Background: an optimization exercise with open tools, aiming at small area. Do not read the settings as production practice.
Power is estimated from default activity; no workload was simulated.

==> flow/design.v <==
`timescale 1ns / 1ps
module PUF_FSM (
    input  wire         clock,
    input  wire         reset,
    input  wire         start,
    input  wire         puf_request,
    input  wire         wdone,       
    input  wire         puf_out,     
    input  wire [11:0]  dm1,         
    input  wire [15:0]  row,         
    input  wire [15:0]  col,         
    output wire         done,
    output wire [255:0] crp,
    output wire [11:0]  oc,
    output reg  [3:0]   sel1,
    output reg  [3:0]   sel2,
    output reg  [3:0]   rng1,
    output reg  [3:0]   rng2
);
    reg  [1:0] st;
    reg        idx8;
    wire s0 = (st == 2'd0);
    wire s1 = (st == 2'd1);
    wire s2 = (st == 2'd2);
    wire s3 = (st == 2'd3);
    wire run = st[0];
    assign done = s2;
    reg [5:0] cnt;      
    reg [5:0] ones;     
    reg [11:0] pd;      
    reg [11:0] d0;      
    reg [10:0] md;      
    wire eq = (sel1 == sel2);
    wire last = s1 ? (cnt[5] & cnt[4] & cnt[1]) : (cnt[2] & cnt[0]);
    wire pe = run & wdone & (last | eq);           
    always @(posedge clock, posedge reset) begin
        if (reset) begin
            st   <= 2'd0;
            sel1 <= 4'd0;
            sel2 <= 4'd0;
        end else begin
            case (st)
                2'd0: if (start) st <= 2'd1;
                2'd1: if (idx8) st <= 2'd2;
                2'd2: if (puf_request) st <= 2'd3;
                2'd3: if (idx8) st <= 2'd2;
            endcase
            if (s0 | idx8) begin
                sel1 <= 4'd0;
                sel2 <= 4'd0;
            end else if (pe) begin
                {sel1, sel2} <= {sel1, sel2} + 8'd1;
            end
        end
    end
    always @(posedge clock)
        idx8 <= ~s0 & ~idx8 & pe & (&{sel1, sel2});
    always @(posedge clock) begin
        if (!run | pe) begin
            cnt  <= 6'd0;
            ones <= 6'd0;
        end else if (wdone) begin
            cnt  <= cnt + 6'd1;
            ones <= ones + {5'd0, puf_out};
        end
    end
    wire [11:0] cd = pd - d0;
    wire cnt0 = (cnt == 6'd0);
    assign oc = (s1 & ~cnt0) ? cd : 12'd0;
    always @(posedge clock) begin
        if (s1 & wdone) begin
            pd <= dm1;
            if (cnt0)
                d0 <= dm1;
        end
    end
    wire close = puf_out ? (dm1[11:1] == 11'd0) : ((&dm1[11:2]) & (dm1[1] ^ dm1[0]));
    wire [10:0] cabs = cd[10:0] ^ {11{cd[11]}};
    wire setrng = s1 & pe & ~eq & close & (cabs >= md);
    always @(posedge clock) begin
        if (s0)
            md <= 11'd0;
        else if (setrng)
            md <= cabs;
    end
    always @(posedge clock, posedge reset) begin
        if (reset) begin
            rng1 <= 4'd0;
            rng2 <= 4'd1;
        end else if (setrng) begin
            rng1 <= sel2;
            rng2 <= sel1;
        end
    end
    wire good = (ones > 6'd45) | (ones < 6'd5);
    wire resp = (ones >= 6'd3);
    genvar i, j;
    wire wg = s1 & pe & good;
    wire wr = s3 & pe & resp;
    wire clrcrp = s2 & puf_request;
    wire [255:0] pg, cr;
    generate
        for (i = 0; i < 16; i = i + 1) begin : g_row
            for (j = 0; j < 16; j = j + 1) begin : g_col
                if (i == j) begin : g_diag
                    assign pg[16*i+j] = 1'b0;
                    assign cr[16*i+j] = 1'b0;
                end else begin : g_bit
                    reg g, c;
                    always @(posedge clock) begin
                        if (s0)
                            g <= 1'b0;
                        else if (wg & row[i] & col[j])
                            g <= 1'b1;
                    end
                    always @(posedge clock) begin
                        if (clrcrp)
                            c <= 1'b0;
                        else if (wr & row[i] & col[j] & g)
                            c <= 1'b1;
                    end
                    assign pg[16*i+j] = g;
                    assign cr[16*i+j] = c;
                end
            end
        end
    endgenerate
    assign crp = cr;
endmodule
`timescale 1ns / 1ps
`default_nettype none
module ro_puf_ctrl (
    input  wire         clock,
    input  wire         reset,
    input  wire         enable,
    input  wire         puf_request,
    input  wire [3:0]   select1,
    input  wire [3:0]   select2,
    input  wire [191:0] counter_outs,
    output wire         puf_out,
    output wire         done,
    output wire [255:0] crp,
    output wire [11:0]  oc,
    output wire [3:0]   sel1,
    output wire [3:0]   sel2,
    output wire [3:0]   rng1,
    output wire [3:0]   rng2,
    output wire         ro_enable,
    output wire         ro_reset,
    output wire         cnt_enable,
    output wire         cnt_reset
);
    reg [5:0] cc;
    always @(posedge clock, posedge reset)
        if (reset) cc <= 6'd0;
        else if (enable) cc <= cc + 6'd1;
    wire wdone = &cc;
    wire [3:0] s1 = sel1 | (select1 & {4{done}});
    wire [3:0] s2 = sel2 | (select2 & {4{done}});
    wire [15:0] h1, h2;
    genvar i;
    generate
        for (i = 0; i < 16; i = i + 1) begin : g_dec
            assign h1[i] = (s1 == i);
            assign h2[i] = (s2 == i);
        end
    endgenerate
    reg [11:0] a, b;
    integer k;
    always @(*) begin
        a = 12'd0;
        b = 12'd0;
        for (k = 0; k < 16; k = k + 1) begin
            a = a | (counter_outs[12*k +: 12] & {12{h1[k]}});
            b = b | (counter_outs[12*k +: 12] & {12{h2[k]}});
        end
    end
    wire [12:0] sum = {1'b0, a} + {1'b0, ~b};    
    assign puf_out = sum[12];
    PUF_FSM fsm (
        .clock(clock), .reset(reset), .start(enable), .puf_request(puf_request),
        .wdone(wdone), .puf_out(puf_out), .dm1(sum[11:0]), .row(h1), .col(h2),
        .done(done), .crp(crp), .oc(oc), .sel1(sel1), .sel2(sel2),
        .rng1(rng1), .rng2(rng2));
    assign cnt_enable = ~wdone;
    assign cnt_reset  = (cc == 6'd2) | reset;
    assign ro_enable  = (enable & (cc > 6'd2)) | done;
    assign ro_reset   = reset | ((cc <= 6'd2) & ~done);
endmodule
`default_nettype wire
clock: 12.0 ns
lec_check: 0
cap_margin: 20
core_margin: 2
core_utilization: 60
slew_margin: 20
standard.sh (not shown) runs the stock make flow with config.mk's settings and CLKGATE_MAP_FILE= SYNTH_SCRIPT=/design/flow/synth_recipe.tcl, a recipe that flattens the netlist after the stock synthesis.
==> flow/flow/run.sh <==
#!/bin/bash
# Standard layout (the standard.sh), with these changes:
#  - port buffers are buf_1 cells;
#  - the clock tree uses small clock buffers and no dummy loads.
set -o pipefail
export BUFFER_PORTS_ARGS="-buffer_cell sky130_fd_sc_hd__buf_1"
export CTS_ARGS="-sink_clustering_enable -repair_clock_nets -dont_use_dummy_load -buf_list sky130_fd_sc_hd__clkbuf_4 -sink_clustering_size 9 -sink_clustering_max_diameter 60"
bash standard.sh > standard.log 2>&1
The starting point ran to the end with no violations.
Change:
--- a/flow/design.v
+++ b/flow/design.v
@@ -65,12 +65,14 @@
         end
     end
     wire [11:0] cd = pd - d0;
-    wire cnt0 = (cnt == 6'd0);
-    assign oc = (s1 & ~cnt0) ? cd : 12'd0;
+    assign oc = s0 ? 12'd0 : cd;
     always @(posedge clock) begin
-        if (s1 & wdone) begin
+        if (s0 | (s1 & pe)) begin
+            pd <= 12'd0;
+            d0 <= 12'd0;
+        end else if (s1 & wdone) begin
             pd <= dm1;
-            if (cnt0)
+            if (cnt == 6'd0)
                 d0 <= dm1;
         end
     end
@@ -176,7 +178,7 @@
         end
     end
     wire [12:0] sum = {1'b0, a} + {1'b0, ~b};    
-    assign puf_out = sum[12];
+    assign puf_out = a > b;
     PUF_FSM fsm (
         .clock(clock), .reset(reset), .start(enable), .puf_request(puf_request),
         .wdone(wdone), .puf_out(puf_out), .dm1(sum[11:0]), .row(h1), .col(h2),
=>
- sequential share of layout area fell by 1.5 points
- count of clock-buffer cells in the layout fell by 1
- combinational power rose to 3.5 times its value
- setup slack improves by 280 ps
- clock skew fell by 60 ps
- synthesized area rose slightly
- design area rose slightly
- cell count rose by a few percent
- worst hold slack improves by 23 ps
- core utilization rose by 0.31 points
No run of this note included a check of the RTL's function; only the layout flow was run.

## what the ideal ports hide
No port has a modelled driver above. Below, the same layouts with a new extraction and two added sets of constraints. Step 1 assumes that a clkbuf_16 drives the clock port and a buf_2 every other input. Step 2 also shifts input and output timing later by t, the mid clock arrival at the registers, as if the neighbouring blocks saw the same clock. Slacks: ideal ports / drivers / drivers and shift; pairs: ideal ports / drivers.
| run | t (ns) | setup WS [ns] | latest minus earliest clock arrival (ns) |
|---|---|---|---|
| the first run | 0.795 | 2.814 / 2.785 / 2.785 | 0.141 / 0.142 |
| the second run | 0.801 | 3.096 / 3.061 / 3.061 | 0.087 / 0.087 |
After both steps setup and hold are still met in every run listed. The setup slack of the second run, which loses most, moves by -0.035 ns with the drivers and by -0.035 ns with both steps.
